From an optimization exercise on the open Yosys and OpenROAD flow, aimed at small area; shortcuts taken in it are not production practice. Only simulation tests tie the RTL to the original design; equivalence was not proved. Power figures rest on the tool's default switching activity, not on a simulated workload.

Design BreakoutControl, start of the top module:
module BreakoutControl(clk_50, strt, rst, L, R, tick, color, pix_x, pix_y, ball_x, ball_y, pad_x, bricks, win, lose);
Size in the first run: roughly 93 flip-flops, roughly 6800 sq um of cells after synthesis.
Settings: LEC_CHECK=0, CAP_MARGIN=20, CORE_MARGIN=2, CORE_UTILIZATION=40, SLEW_MARGIN=20; clock period 10.0 ns.
standard.sh (not shown) runs the stock make flow with config.mk's settings and CLKGATE_MAP_FILE= SYNTH_SCRIPT=/design/flow/synth_recipe.tcl, a recipe that flattens the netlist after the stock synthesis.
==> flow/flow/run.sh <==
#!/bin/bash
set -euo pipefail
export BUFFER_PORTS_ARGS="-buffer_cell sky130_fd_sc_hd__buf_1"
export CTS_ARGS="-sink_clustering_enable -repair_clock_nets -dont_use_dummy_load -buf_list sky130_fd_sc_hd__clkbuf_8"
bash standard.sh > standard.log 2>&1
The baseline passed the timing, design-rule and antenna checks.
Next try:
==> flow/flow/run.sh (replaced) <==
#!/bin/bash
set -euo pipefail
export BUFFER_PORTS_ARGS="-buffer_cell sky130_fd_sc_hd__buf_1"
export CTS_ARGS="-sink_clustering_enable -repair_clock_nets -dont_use_dummy_load -buf_list sky130_fd_sc_hd__clkbuf_8 -sink_clustering_size 30 -sink_clustering_max_diameter 400"
bash standard.sh > standard.log 2>&1
Result: The new run went through all stages and came out clean; routed wire length does not change; sequential power hardly moves; hold slack is unchanged; worst setup slack stays the same; area after synthesis does not change; cell count does not change; global-route usage does not change; power does not change; die area does not change.
Next try:
==> flow/run.sh (new file) <==
#!/bin/bash
# synth_recipe.tcl (not shown) runs the flow's synth.tcl, then flattens the netlist and writes it again
# the make line also repeats each setting of config.mk as NAME=value (left out here)
make -C /OpenROAD-flow-scripts/flow DESIGN_CONFIG=/design/flow/config.mk WORK_HOME=/design/flow/orfs CLKGATE_MAP_FILE= SYNTH_SCRIPT=/design/flow/synth_recipe.tcl finish
removed: flow/flow/run.sh
removed: flow/standard.sh
After rerunning:
- clock-buffer cell count climbs by 2
- die area does not change
- hold slack loses 0.0068 ns

========
Another version of the RTL of BreakoutControl (not shown whole).
Size in the first run: ~710 cells after synthesis, about 74 I/O pins.
==> flow/design.v (excerpt) <==
module BreakoutControl(clk_50, strt, rst, L, R, tick, color, pix_x, pix_y, ball_x, ball_y, pad_x, bricks, win, lose);
clock: 10.0 ns
lec_check: 0
cap_margin: 20
core_margin: 2
core_utilization: 40
slew_margin: 20
==> flow/flow/run.sh <==
#!/bin/bash
set -euo pipefail
export BUFFER_PORTS_ARGS="-buffer_cell sky130_fd_sc_hd__buf_1"
export CTS_ARGS="-sink_clustering_enable -repair_clock_nets -dont_use_dummy_load -buf_list sky130_fd_sc_hd__clkbuf_8 -sink_clustering_size 20 -sink_clustering_max_diameter 100"
bash standard.sh > standard.log 2>&1
The starting point passed the timing, design-rule and antenna checks.
Change:
==> flow/run.sh (new file) <==
#!/bin/bash
# synth_recipe.tcl (not shown) runs the flow's synth.tcl, then flattens the netlist and writes it again
# the make line also repeats each setting of config.mk as NAME=value (left out here)
make -C /OpenROAD-flow-scripts/flow DESIGN_CONFIG=/design/flow/config.mk WORK_HOME=/design/flow/orfs CLKGATE_MAP_FILE= SYNTH_SCRIPT=/design/flow/synth_recipe.tcl finish
removed: flow/flow/run.sh
removed: flow/standard.sh
Result: Clock skew decreases by 0.016 ns. Critical path depth stays the same. Final area grows by 7.7%.
Change:
Settings changed: CTS_BUF_LIST set to sky130_fd_sc_hd__clkbuf_8.
Effect: Cell area drops by 1.2%. Wire length hardly moves. Global-route usage barely changes. Via count hardly moves. Core utilization drops by 0.59 points.
Change:
==> flow/flow/run.sh (new file) <==
#!/bin/bash
set -euo pipefail
export BUFFER_PORTS_ARGS="-buffer_cell sky130_fd_sc_hd__buf_1"
bash standard.sh > standard.log 2>&1
==> flow/standard.sh (new file) <==
#!/bin/bash
# synth_recipe.tcl (not shown) runs the flow's synth.tcl, then flattens the netlist and writes it again
# the make line also repeats each setting of config.mk as NAME=value (left out here)
make -C /OpenROAD-flow-scripts/flow DESIGN_CONFIG=/design/flow/config.mk WORK_HOME=/design/flow/orfs CLKGATE_MAP_FILE= SYNTH_SCRIPT=/design/flow/synth_recipe.tcl "${@:-finish}"
Settings changed: CTS_BUF_LIST sky130_fd_sc_hd__clkbuf_8 to unset.
removed: flow/run.sh
What happened:
- via count goes down by 0.56%
- die area does not change
- total power climbs by 3.2%
- wire length is lower by 3.1%
- worst setup slack loses 0.082 ns
Change:
--- a/flow/flow/run.sh
+++ b/flow/flow/run.sh
@@ -3,0 +4 @@
+export CTS_ARGS="-sink_clustering_enable -repair_clock_nets -dont_use_dummy_load -buf_list sky130_fd_sc_hd__clkbuf_8"
Power shrinks by 8.6%. Die area stays the same. Clock skew grows by 0.019 ns.

========
The RTL this note starts from:
==> flow/design.v <==
module BreakoutControl(clk_50, strt, rst, L, R, tick, color, pix_x, pix_y, ball_x, ball_y, pad_x, bricks, win, lose);
input clk_50;
input strt, rst, L, R;
input tick;
output reg [2:0] color;
output [8:0] pix_x;
output [7:0] pix_y;
output [9:0] ball_x;
output [9:0] ball_y;
output [9:0] pad_x;
output [15:0] bricks;
output win, lose;
function [10:0] radd;
	input [10:0] a;
	input [10:0] b;
	input cin;
	integer i;
	reg c;
	begin
		c = cin;
		for (i = 0; i < 11; i = i + 1) begin
			radd[i] = a[i] ^ b[i] ^ c;
			c = (a[i] & b[i]) | (c & (a[i] | b[i]));
		end
	end
endfunction
function ge;
	input [10:0] v;
	input [10:0] c;
	integer i;
	reg r;
	begin
		r = 1'b1;
		for (i = 0; i < 11; i = i + 1)
			r = c[i] ? (v[i] & r) : (v[i] | r);
		ge = r;
	end
endfunction
reg ph25;
reg [8:0] x;    
reg [7:0] y;    
wire [10:0] xinc = radd({2'b0, x}, 11'd0, 1'b1);
wire [10:0] yinc = radd({3'b0, y}, 11'd0, 1'b1);
always @(posedge clk_50 or negedge rst)
	if (!rst) begin
		ph25 <= 1'b0;
		x <= 9'd0;
		y <= 8'd0;
	end else begin
		ph25 <= ~ph25;
		if (!ph25) begin
			if (x[8] & x[6]) begin             
				x <= 9'd0;
				y <= (&y[7:4]) ? 8'd0 : yinc[7:0];  
			end else
				x <= xinc[8:0];
		end
	end
localparam BS_START = 4'd0, BS_POS = 4'd1, BS_SMOVE = 4'd2, BS_MOVE = 4'd3,
           BS_SWY = 4'd4, BS_SWL = 4'd5, BS_SWR = 4'd6, BS_PAD = 4'd7, BS_DONE = 4'd8,
           BS_LOST = 4'd9;    
reg [3:0] bs;
reg [9:0] bx, by;
reg ud;            
reg [2:0] dx;      
reg [15:0] hit;
reg tbp, lrp, tbc, lrc;
reg [1:0] ps;
reg [7:0] px;      
reg pcol;
reg [2:0] pang;
always @(posedge clk_50 or negedge rst)
	if (!rst) bs <= BS_START;
	else if (tick)
		case (bs)
			BS_START: bs <= BS_POS;
			BS_POS:   if (!strt) bs <= BS_SMOVE;
			BS_SMOVE: bs <= BS_MOVE;
			BS_MOVE:
				if (tbc || by == 10'd1) bs <= BS_SWY;
				else if (bx == 10'd2 || bx == 10'd1) bs <= BS_SWL;
				else if (bx == 10'd318 || bx == 10'd319) bs <= BS_SWR;
				else if (lrc) bs <= BS_SWL;
				else if (pcol) bs <= BS_PAD;
				else if (by == 10'd240) bs <= BS_DONE;
			BS_SWY, BS_SWL, BS_SWR, BS_PAD: bs <= BS_MOVE;
			BS_DONE: bs <= BS_LOST;
			default: bs <= bs;
		endcase
wire lo = bs == BS_LOST;
wire mv  = tick && bs == BS_MOVE;
wire swy = tick && bs == BS_SWY;
wire bpad = tick && bs == BS_PAD;
wire swl = tick && bs == BS_SWL && dx[2];
wire swr = tick && bs == BS_SWR && !dx[2] && dx != 3'd0;
wire [3:0] xd = mv ? {dx[2], dx} : swl ? {3'b001, ~dx[0]} : swr ? {2'b11, dx[0], ~dx[0]} : 4'd0;
wire [2:0] yd = mv ? (ud ? 3'b111 : 3'b001) : swy ? (ud ? 3'b010 : 3'b110) : bpad ? 3'b111 : 3'b000;
wire [10:0] bxn = radd({1'b0, bx}, {{7{xd[3]}}, xd}, 1'b0);
wire [10:0] byn = radd({1'b0, by}, {{8{yd[2]}}, yd}, 1'b0);
always @(posedge clk_50 or negedge rst)
	if (!rst) begin
		bx <= 10'd160;
		by <= 10'd100;
		ud <= 1'b0;
		dx <= 3'd0;
	end else begin
		bx <= bxn[9:0];
		by <= byn[9:0];
		if (swy) ud <= ~ud;
		if (bpad) ud <= 1'b1;
		if (swl || swr) dx <= {~dx[2], dx[1] ^ dx[0], dx[0]};  
		if (bpad) dx <= pang - 3'd2;
	end
wire [10:0] pe = radd({2'b0, bx[8:0]}, {2'b11, 1'b1, ~px}, 1'b0);
wire coll = by == 10'd200 && !bx[9] && !pe[9] && !ge({2'b0, pe[8:0]}, 11'd79);
wire pmv = tick && ps[1] && !coll && (ps[0] ? px != 8'd240 : px != 8'd0);
wire [10:0] pxn = radd({3'b0, px}, {3'b0, {7{pmv & ~ps[0]}}, pmv}, 1'b0);  
always @(posedge clk_50 or negedge rst)
	if (!rst) ps <= 2'd0;
	else if (tick)
		case (ps)
			2'd0: if (!strt) ps <= 2'd1;
			2'd1: if (!L) ps <= 2'd2; else if (!R) ps <= 2'd3;
			2'd2: if (L) ps <= 2'd1;
			2'd3: if (R) ps <= 2'd1;
		endcase
always @(posedge clk_50 or negedge rst)
	if (!rst) begin
		pcol <= 1'b0;
		pang <= 3'd0;
	end else if (tick && ps != 2'd0) begin
		if (coll) begin
			pcol <= 1'b1;
			pang <= pe[6:4];
		end else if (ps == 2'd1)
			pcol <= 1'b0;
		else if (pmv)
			pcol <= 1'b0;
	end
always @(posedge clk_50 or negedge rst)
	if (!rst)
		px <= 8'd100;
	else
		px <= pxn[7:0];
reg prow, ptwo;
reg [2:0] pk;
wire [10:0] bx11 = {1'b0, bx};
wire [10:0] by11 = {1'b0, by};
wire row1tb = by == 10'd50 || by == 10'd70;
wire row1lr = ge(by11, 51) && !ge(by11, 70);
wire row2tb = by == 10'd19 || by == 10'd39;
wire row2lr = ge(by11, 20) && !ge(by11, 39);
wire rowtb = row1tb | row2tb;
wire rowlr = row1lr | row2lr;
wire row = row2tb | row2lr;            
wire g41 = ge(bx11, 41), g81 = ge(bx11, 81), g121 = ge(bx11, 121), g161 = ge(bx11, 161),
     g201 = ge(bx11, 201), g241 = ge(bx11, 241), g281 = ge(bx11, 281);
wire [2:0] K = {g161, (g81 & ~g161) | g241, (g41 & ~g81) | (g121 & ~g161) | (g201 & ~g241) | g281};
wire two = bx == 10'd41 || bx == 10'd81 || bx == 10'd121 || bx == 10'd161 || bx == 10'd201 || bx == 10'd241 || bx == 10'd281;
wire e2 = bx == 10'd2 || bx == 10'd42 || bx == 10'd82 || bx == 10'd122 || bx == 10'd162 || bx == 10'd202 || bx == 10'd242 || bx == 10'd282;
wire e40 = bx == 10'd40 || bx == 10'd80 || bx == 10'd120 || bx == 10'd160 || bx == 10'd200 || bx == 10'd240 || bx == 10'd280 || bx == 10'd320;
wire tbd = rowtb && ge(bx11, 2) && !ge(bx11, 321) && !two;
wire lrd = rowlr && (bx == 10'd1 || bx == 10'd321 || two || e2 || e40);
reg [15:0] pdec;
integer k;
always @(*)
	for (k = 0; k < 16; k = k + 1)
		pdec[k] = (tbp | lrp) && prow == k[3] && (pk == k[2:0] || (ptwo && pk == k[2:0] + 3'd1));
wire [15:0] live = ~hit & ~pdec;
wire [7:0] lrow = row ? live[15:8] : live[7:0];
wire liveA = lrow[K];
wire liveB = lrow[K - 3'd1];
always @(posedge clk_50 or negedge rst)
	if (!rst) begin
		hit <= 16'd0;
		prow <= 1'b0;
		ptwo <= 1'b0;
		pk <= 3'd0;
		tbp <= 1'b0;
		lrp <= 1'b0;
		tbc <= 1'b0;
		lrc <= 1'b0;
	end else if (tick) begin
		hit <= hit | pdec;
		prow <= row;
		pk <= K;
		ptwo <= lrd & two;
		tbp <= tbd & liveA;
		lrp <= lrd & (liveA | (two & liveB));
		tbc <= tbp;
		lrc <= lrp;
	end
reg [2:0] ds;      
reg [1:0] gs;      
wire W = gs == 2'd3;
wire started = ds != 3'd0;
always @(posedge clk_50 or negedge rst)
	if (!rst) begin
		gs <= 2'd0;
	end else begin
		if (started && gs == 2'd0) begin
			if (&hit) gs <= 2'd1;
			else if (lo) gs <= 2'd2;
		end else if (gs == 2'd1)
			gs <= 2'd3;
	end
wire over = lo | W;
wire [10:0] x11 = {2'b0, x};
wire [10:0] qe = radd(x11, {3'b111, ~px}, 1'b0);           
wire padpix = !qe[10] && !ge(qe, 11'd79) && ge({3'b0, y}, 201) && !ge({3'b0, y}, 210);
wire [10:0] bxd = radd(bx11, ~x11, 1'b1);                  
wire [10:0] byd = radd(by11, ~{3'b0, y}, 1'b1);            
wire ballpix = bx[9:1] != 9'd0 && by[9:1] != 9'd0 &&
               (bxd == 11'd0 || bxd == 11'd1 || bxd == 11'h7ff) &&
               (byd == 11'd0 || byd == 11'd1 || byd == 11'h7ff);
reg [7:0] colx;
always @(*)
	for (k = 0; k < 8; k = k + 1)
		colx[k] = ge(x11, 2 + 40 * k) && !ge(x11, 41 + 40 * k);
wire [10:0] y11 = {3'b0, y};
wire r1 = ge(y11, 51) && !ge(y11, 70);
wire r2 = ge(y11, 20) && !ge(y11, 39);
wire blkpix = (r1 && |(colx & ~hit[7:0])) || (r2 && |(colx & ~hit[15:8]));
wire [2:0] cls = (padpix || (ballpix && !over)) ? 3'd1 :
                 (blkpix && !over) ? 3'd2 :
                 lo ? 3'd5 : W ? 3'd4 : 3'd3;
always @(posedge clk_50 or negedge rst)
	if (!rst) begin
		ds <= 3'd0;
		color <= 3'b111;
	end else begin
		color <= ds;
		case (ds)
			3'd0: if (!strt) ds <= 3'd7;
			3'd7: ds <= cls;
			3'd6: ds <= ds;
			default: ds <= 3'd7;
		endcase
	end
assign pix_x = x;
assign pix_y = y;
assign ball_x = bx;
assign ball_y = by;
assign pad_x = {2'b00, px};
assign bricks = hit;
assign win = W;
assign lose = lo;
endmodule
Settings: LEC_CHECK=0, CAP_MARGIN=20, CORE_MARGIN=2, CORE_UTILIZATION=40, SLEW_MARGIN=20; clock period 10.0 ns.
==> flow/flow/run.sh <==
#!/bin/bash
# The standard layout (standard.sh) with three changes:
#  - after the standard synthesis, ABC maps the logic between the registers
#    again, for area; the registers and tie cells stay exactly as synthesised
#    (same cells, same instance names);
#  - every port gets the smallest buffer;
#  - the clock tree is built from clkbuf_8 without dummy loads.
# Each tool writes its full output to a log file here.
set -euo pipefail
here=$(pwd)
export BUFFER_PORTS_ARGS="-buffer_cell sky130_fd_sc_hd__buf_1"
export CTS_ARGS="-sink_clustering_enable -repair_clock_nets -dont_use_dummy_load -buf_list sky130_fd_sc_hd__clkbuf_8"

bash standard.sh synth > synth.log 2>&1

res=orfs/results/$FLOW_PLATFORM/BreakoutControl/base
pv() { make -s -C "$FLOW_HOME" DESIGN_CONFIG="$here/config.mk" WORK_HOME="$here/orfs" "print-$1" | sed "s/^$1: //"; }
lib=$(pv LIB_FILES)
du=""
for c in $(pv DONT_USE_CELLS); do du="$du -dont_use $c"; done
cp "$res/1_2_yosys.v" "$here/synth_standard.v"

# black-box models of the flip-flops and tie cells, so that they stay as they are
cat > stubs.ys <<EOS
read_liberty -lib -ignore_miss_func $lib
write_verilog -blackboxes $here/cells_bb.v
EOS
yosys -s stubs.ys > stubs.log 2>&1
awk '/^module /{keep=($2 ~ /^sky130_fd_sc_hd__(df|conb_1)/)} keep{print} /^endmodule/{keep=0}' cells_bb.v > keep_bb.v

# every other cell is read as its logic function, flattened and mapped again
cat > remap.ys <<EOS
read_verilog -lib $here/keep_bb.v
read_liberty -ignore_miss_func -ignore_redef $lib
read_verilog $here/synth_standard.v
hierarchy -top $FLOW_TOP
flatten
rename -hide w:*.*
delete t:\$scopeinfo
opt -purge
abc -liberty $lib $du -script $here/flow/remap.abc
opt_clean -purge
hilomap -singleton -hicell sky130_fd_sc_hd__conb_1 HI -locell sky130_fd_sc_hd__conb_1 LO
splitnets
opt_clean -purge
write_verilog -noattr -noexpr -nohex -nodec $here/synth_remap0.v
EOS
yosys -s remap.ys > remap.log 2>&1

python3 flow/fixnets.py synth_remap0.v synth_remap1.v > fixnets.log 2>&1

cat > finish.ys <<EOS
read_liberty -lib -ignore_miss_func $lib
read_verilog $here/synth_remap1.v
hierarchy -top $FLOW_TOP
opt_clean -purge
insbuf -buf sky130_fd_sc_hd__buf_4 A X
check -assert
tee -o $here/remap_stat.txt stat -liberty $lib
write_verilog -noattr -noexpr -nohex -nodec $here/synth_remap.v
EOS
yosys -s finish.ys > finish.log 2>&1

cp "$here/synth_remap.v" "$res/1_2_yosys.v"
rm -f "$res/1_synth.odb" "$res/1_synth.sdc"
bash standard.sh > layout.log 2>&1
==> flow/flow/remap.abc <==
strash
dc2
dch -f
map -a
topo
strash
dc2
dch -f
map -a
topo
Other scripts of this flow, unchanged in this note and not shown: flow/flow/fixnets.py
Rerun with:
--- a/flow/flow/run.sh
+++ b/flow/flow/run.sh
@@ -1,7 +1,8 @@
 #!/bin/bash
 # The standard layout (standard.sh) with three changes:
-#  - after the standard synthesis, ABC maps the logic between the registers
-#    again, for area; the registers and tie cells stay exactly as synthesised
-#    (same cells, same instance names);
+#  - after the standard synthesis, ABC optimises the logic between the
+#    registers again (deepsyn) and maps it for area (amap); the registers and
+#    tie cells stay exactly as synthesised (same cells, same instance names).
+#    If that step fails, the standard netlist is laid out instead;
 #  - every port gets the smallest buffer;
 #  - the clock tree is built from clkbuf_8 without dummy loads.
@@ -46,7 +47,7 @@
 write_verilog -noattr -noexpr -nohex -nodec $here/synth_remap0.v
 EOS
-yosys -s remap.ys > remap.log 2>&1
+yosys -s remap.ys > remap.log 2>&1 || true
 
-python3 flow/fixnets.py synth_remap0.v synth_remap1.v > fixnets.log 2>&1
+python3 flow/fixnets.py synth_remap0.v synth_remap1.v > fixnets.log 2>&1 || true
 
 cat > finish.ys <<EOS
@@ -60,7 +61,15 @@
 write_verilog -noattr -noexpr -nohex -nodec $here/synth_remap.v
 EOS
-yosys -s finish.ys > finish.log 2>&1
+rm -f synth_remap.v
+yosys -s finish.ys > finish.log 2>&1 || rm -f synth_remap.v
 
-cp "$here/synth_remap.v" "$res/1_2_yosys.v"
+# use the new netlist only if it has exactly the standard netlist's registers
+regs() { grep -oE '^ *sky130_fd_sc_hd__df[a-z0-9_]+ +[^ ]+' "$1" | sed 's/^ *//' | sort; }
+if [[ -s synth_remap.v ]] && [[ "$(regs synth_remap.v)" == "$(regs synth_standard.v)" ]]; then
+  cp "$here/synth_remap.v" "$res/1_2_yosys.v"
+  echo "laying out the remapped netlist" > choice.log
+else
+  echo "remap failed; laying out the standard netlist" > choice.log
+fi
 rm -f "$res/1_synth.odb" "$res/1_synth.sdc"
 bash standard.sh > layout.log 2>&1
==> flow/flow/remap.abc (replaced) <==
strash
&get -n
&deepsyn -T 120
&put
strash
dc2
dch -f
amap
topo
strash
dc2
dch -f
amap
topo
strash
dc2
dch -f
amap
topo
=> Core utilization grows by 0.13 points; worst setup slack is better by 0.26 ns; non-clock buffer count is unchanged; clock power is about the same; register-to-register slack gains 0.26 ns; sequential power decreases by a few percent; count of clock-buffer cells in the layout is unchanged; total power came out lower by roughly a tenth; worst hold slack hardly moves; cell area falls by a little under a tenth.

## afterwards: timing with drivers on the ports
The results above use ideal ports. As a check the final layouts listed here were re-extracted and re-timed, cells and wires unchanged.
Step 1 (the two cells are an assumption about what drives the block):
set clk [get_ports {clk_50}]
set_driving_cell -lib_cell sky130_fd_sc_hd__clkbuf_16 $clk
set_driving_cell -lib_cell sky130_fd_sc_hd__buf_2 [delete_from_list [all_inputs] $clk]
Step 2 adds t to the input delays and takes it off the output delays; t is the mean of the earliest and latest rising clock arrival at the registers after step 1. Input paths then give back, and output paths get back, about the clock's delay inside the block.
Three values: no drivers, after step 1, after step 2; two values: the first two.
run | shift t [ns] | slack for setup (ns) | worst data-port slew with drivers (ns) | cell pins on the clock port's net
the first run of note 1 | 0.408 | 3.145 / 3.145 / 3.145 | 0.05 | 1
the second run of note 1 | 0.408 | 3.145 / 3.145 / 3.145 | 0.05 | 1
the third run of note 1 | 0.395 | 3.146 / 3.146 / 2.793 | 0.03 | 1
the first run of note 2 | 0.412 | 2.574 / 2.574 / 2.574 | 0.03 | 1
the second run of note 2 | 0.390 | 2.631 / 2.631 / 2.631 | 0.04 | 1
the third run of note 2 | 0.422 | 2.644 / 2.644 / 2.644 | 0.04 | 1
the fourth run of note 2 | 0.388 | 2.562 / 2.562 / 2.562 | 0.03 | 1
the fifth run of note 2 | 0.412 | 2.574 / 2.574 / 2.574 | 0.03 | 1
the first run of note 3 | 0.406 | 4.304 / 4.317 / 3.911 | 0.03 | 1
the second run of note 3 | 0.407 | 4.563 / 4.573 / 4.166 | 0.03 | 1
After both steps every run listed still meets setup and hold. The setup slack of the second run of note 3, which loses most, moves by +0.010 ns with the drivers and by -0.397 ns with both steps.
